Source: an optimization exercise on an open RTL-to-GDS flow (aim: small area). Production flows keep margins and buffers that such runs may drop.
Function was checked by simulation only, so behaviour that the tests miss may differ from the original.
The clock input has no modelled driver; a real chip could not lean on it and would need a root buffer or a full tree.
No activity file was given, so power comes from the tool's default toggle rates.

==> flow/design.v (excerpt) <==
module Stopwatch (output SF_CE0, output LCD_RW, output LCD_RS, output [3:0] SF_D, output LCD_E,
                  input clock, input reset, input restart);
  assign SF_CE0 = 1'b1;
  assign LCD_RW = 1'b0;
  reg [5:0] tk;
  wire tk_end = tk[5] & tk[3] & tk[1] & tk[0];
  wire tick = ~reset & tk_end;
  wire tk_in = (~tk[1] & ~tk[2] & tk[5]) | (~tk[0] & tk[1] & ~tk[5]) | (~tk[1] & tk[2] & ~tk[3] & ~tk[5]) |
               (tk[1] & ~tk[2] & ~tk[4] & ~tk[5]) | (tk[2] & tk[3] & ~tk[4] & ~tk[5]);
  always @(posedge clock)
    if (reset) tk <= 6'd35;
    else tk <= {tk[4:0], tk_in};
  reg [3:0] d0, d1, d3; reg [2:0] d2, d4;
  wire e1 = tick & d0[3] & d0[0];
  wire e2 = e1 & d1[3] & d1[0];
  wire e3 = e2 & d2[2] & d2[0];
  wire e4 = e3 & d3[3] & d3[0];
  wire clr = tick & restart;
  function [3:0] t10(input [3:0] d);
    t10 = {d[3] ? d[0] : &d[2:0], d[1] & d[0], d[0] & ~d[3], 1'b1};
  endfunction
  function [2:0] t6(input [2:0] d);
    t6 = {d[2] ? d[0] : d[1] & d[0], ~d[2] & d[0], 1'b1};
  endfunction
  function [2:0] t7(input [2:0] d);
    t7 = {d[1] & (d[2] | d[0]), d[0] | (d[2] & d[1]), ~(d[2] & d[1])};
  endfunction
  always @(posedge clock) begin
  ...
For scale: about 2500 um2 of cells after synthesis.
Settings: LEC_CHECK=0, CAP_MARGIN=20, CORE_MARGIN=2, CORE_UTILIZATION=40, PLACE_DENSITY=0.6, SLEW_MARGIN=20; clock period 20.0 ns.
standard.sh (not shown) runs the stock make flow with config.mk's settings and CLKGATE_MAP_FILE= SYNTH_SCRIPT=/design/flow/synth_recipe.tcl, a recipe that flattens the netlist after the stock synthesis.
==> flow/flow/run.sh <==
#!/bin/bash
# Own layout flow: the standard synthesis, then the combinational logic between the
# registers is re-mapped for area with ABC (the registers, their names and cell types are
# kept), then the standard layout steps from floorplan to finish, with buf_1 port
# buffers and the root clock buffer removed so that the clock port drives the 4 leaf
# clock buffers (flow/post_cts.tcl), and one tie cell for both constant outputs
# (flow/post_floorplan.tcl).
set -euo pipefail
W=$PWD
R=$W/orfs/results/$FLOW_PLATFORM/Stopwatch/base
LIB=$FLOW_HOME/platforms/$FLOW_PLATFORM/lib/sky130_fd_sc_hd__tt_025C_1v80.lib
YOSYS=$(command -v yosys || echo "$FLOW_HOME/../tools/install/yosys/bin/yosys")

# 1. standard synthesis
bash standard.sh synth > $W/1_standard_synth.log 2>&1

# 2. area re-mapping of the combinational logic; several ABC runs, the smallest one that
#    ABC proves equivalent to its input is kept
cp $R/1_2_yosys.v $W/std_1_2_yosys.v
# ABC scripts: deepsyn (time limit, seed) then a mapper; each ends with ABC's equivalence check
mkscript() {  # name T S mapper
  local m
  case $4 in
    amap) m='dch -f
amap
topo' ;;
    nf) m='&get -n
&dch -f
&nf -p -R 1000 -F 8 -C 32
&put
topo' ;;
    nfa) m='&get -n
&dch -f
&nf -a -p -A 4 -R 1000
&put
topo' ;;
  esac
  printf 'write_blif %s\nstrash\n&get -n\n&deepsyn -T %s -S %s\n&put\n%s\ncec %s\n' \
    "$W/pre_$1.blif" "$2" "$3" "$m" "$W/pre_$1.blif" > $W/abc_$1.abc
}
names=()
while read -r t sd mp; do
  [[ -z "$t" || "$t" == \#* ]] && continue
  n=${mp}_t${t}_s${sd}
  mkscript $n $t $sd $mp
  names+=($n)
done < $W/flow/abc_runs.txt
resynth() {
  local n=$1
  sed -e "s#@LIB@#$LIB#g" -e "s#@IN@#$W/std_1_2_yosys.v#g" -e "s#@OUT@#$W/rs_$n.v#g" \
      -e "s#@SCRIPT@#$W/abc_$n.abc#g" $W/flow/resynth.ys > $W/rs_$n.ys
  "$YOSYS" -s $W/rs_$n.ys > $W/2_resynth_$n.log 2>&1 || true
}
jobs=0
for n in "${names[@]}"; do
  resynth $n &
  jobs=$((jobs + 1))
  if (( jobs >= ${NUM_CORES:-4} )); then wait -n || true; jobs=$((jobs - 1)); fi
done
wait || true
best=""
bestarea=""
for n in "${names[@]}"; do
  lg=$W/2_resynth_$n.log
  [[ -f $W/rs_$n.v ]] || continue
  grep -q "Networks are equivalent" $lg || continue
  grep -q "Chip area" $lg || continue
  # only library cells may remain
  if grep -q '$_' $W/rs_$n.v.stat; then continue; fi
  a=$(grep "Chip area" $lg | tail -1 | awk '{print $NF}')
  echo "$n $a" >> $W/2_resynth_areas.txt
  if [[ -z "$bestarea" ]] || awk "BEGIN{exit !($a < $bestarea)}"; then best=$n; bestarea=$a; fi
done
echo "chosen $best $bestarea" >> $W/2_resynth_areas.txt
if [[ -n "$best" ]]; then
  cp $W/rs_$best.v $R/1_2_yosys.v
  touch $R/1_2_yosys.v
fi

# 3. standard layout from the re-mapped netlist
bash standard.sh finish \
  "BUFFER_PORTS_ARGS=-buffer_cell sky130_fd_sc_hd__buf_1" \
  "POST_FLOORPLAN_TCL=$W/flow/post_floorplan.tcl" \
  "CTS_ARGS=-sink_clustering_enable -repair_clock_nets -dont_use_dummy_load" \
  "POST_CTS_TCL=$W/flow/post_cts.tcl" LEAF_CLKBUF=sky130_fd_sc_hd__clkbuf_8 \
  > $W/3_standard_layout.log 2>&1
Other scripts of this flow, unchanged in this note and not shown: flow/flow/abc_runs.txt, flow/flow/post_cts.tcl, flow/flow/post_floorplan.tcl, flow/flow/resynth.ys
Then changed:
--- a/flow/design.v
+++ b/flow/design.v
@@ -59,17 +59,15 @@
   assign lo[0] = (b == 5'd22) | (b == 5'd20) | (b == 5'd23) | (b == 5'd21) | (b == 5'd17) | (b == 5'd10) | (b == 5'd11) | (b == 5'd13) | (b == 5'd9) | ((b == 5'd2) & d4[0]) | ((b == 5'd4) & d3[0]) | ((b == 5'd7) & d2[0]) | ((b == 5'd3) & d1[0]) | ((b == 5'd1) & d0[0]);
   assign hi[1] = (b == 5'd26) | (b == 5'd28) | (b == 5'd24) | (b == 5'd31) | (b == 5'd27) | (b == 5'd16) | (b == 5'd23) | (b == 5'd19) | (b == 5'd21) | (b == 5'd17) | (b == 5'd14) | (b == 5'd10) | (b == 5'd12) | (b == 5'd11) | (b == 5'd13) | (b == 5'd9) | (b == 5'd6) | (b == 5'd2) | (b == 5'd4) | (b == 5'd0) | (b == 5'd7) | (b == 5'd3) | (b == 5'd5) | (b == 5'd1);
   assign lo[1] = (b == 5'd29) | (b == 5'd20) | (b == 5'd23) | (b == 5'd21) | (b == 5'd10) | (b == 5'd6) | ((b == 5'd2) & d4[1]) | ((b == 5'd4) & d3[1]) | (b == 5'd0) | ((b == 5'd7) & d2[1]) | ((b == 5'd3) & d1[1]) | (b == 5'd5) | ((b == 5'd1) & d0[1]);
   assign hi[2] = (b == 5'd20) | (b == 5'd16) | (b == 5'd23) | (b == 5'd19) | (b == 5'd21) | (b == 5'd17) | (b == 5'd14) | (b == 5'd10) | (b == 5'd12) | (b == 5'd8) | (b == 5'd15) | (b == 5'd11) | (b == 5'd13) | (b == 5'd9);
   assign lo[2] = (b == 5'd29) | (b == 5'd25) | (b == 5'd16) | (b == 5'd23) | (b == 5'd21) | (b == 5'd14) | (b == 5'd15) | (b == 5'd13) | (b == 5'd9) | ((b == 5'd2) & d4[2]) | ((b == 5'd4) & d3[2]) | ((b == 5'd7) & d2[2]) | ((b == 5'd3) & d1[2]) | ((b == 5'd1) & d0[2]);
   assign hi[3] = (b == 5'd18) | (b == 5'd8);
   assign lo[3] = (b == 5'd27) | (b == 5'd25) | (b == 5'd23) | (b == 5'd12) | (b == 5'd11) | (b == 5'd13) | (b == 5'd6) | ((b == 5'd4) & d3[3]) | (b == 5'd0) | ((b == 5'd3) & d1[3]) | (b == 5'd5) | ((b == 5'd1) & d0[3]);
   reg [3:0] dq;
   assign SF_D = dq;
+  wire dz = reset | lo7 & wr & w0 | (b == 5'd31) & (c[0] & c[1] & c[3] & c[11]) | wr & (c[0] & c[4] & c[6] & c[11]);
+  wire dl = lo7 & (wr & (wU | wL) | ini & w3);
   always @(posedge clock)
-    if (reset) dq <= 4'h0;
-    else if (lo7 & wr & w0) dq <= 4'h0;
-    else if (lo7 & (wr & wU | ini & w3)) dq <= hi;
-    else if (lo7 & wr & wL) dq <= lo;
-    else if ((b == 5'd31) & (c[0] & c[1] & c[3] & c[11])) dq <= 4'h0;
-    else if (wr & (c[0] & c[4] & c[6] & c[11])) dq <= 4'h0;
+    if (dz) dq <= 4'h0;
+    else if (dl) dq <= q[6] ? lo : hi;
 endmodule
The changed run went through all stages and came out clean.
Routed wire length increases slightly.
Total power is lower slightly.
Register-to-register slack is worse by 0.02 ns.
Final area came out lower slightly.
Die area barely changes.
Area after synthesis hardly moves.
Clock skew is higher by 0.0059 ns.
Via count is lower slightly.
Sequential share of layout area climbs by 0.13 points.
Core utilization fell by 0.15 points.
Worst setup slack got worse by 0.31 ns.
Flip-flop and latch count is unchanged.

[re-timing with driven ports]
In the flow no input, the clock included, has a driving cell. The finished layouts below were timed again as built, in two steps. Step 1 assumes that a clkbuf_16 drives the clock port and a buf_2 every other input. Step 2 also shifts input and output timing later by t, the mid clock arrival at the registers, as if the neighbouring blocks saw the same clock. a / b / c = ideal / step 1 / step 2; a / b = the first two.
| run | shift t [ns] | slack for setup (ns) | hold WS [ns] | worst setup path at the end | worst data-port slew with drivers (ns) |
|---|---|---|---|---|---|
| the first run | 0.202 | 13.773 / 13.806 / 13.604 | 0.447 / 0.447 / 0.447 | input to register | 0.03 |
| the second run | 0.203 | 13.461 / 13.498 / 13.296 | 0.466 / 0.466 / 0.466 | input to register | 0.03 |
After both steps setup and hold are still met in every run listed. The setup slack of the first run, which loses most, moves by +0.033 ns with the drivers and by -0.169 ns with both steps.
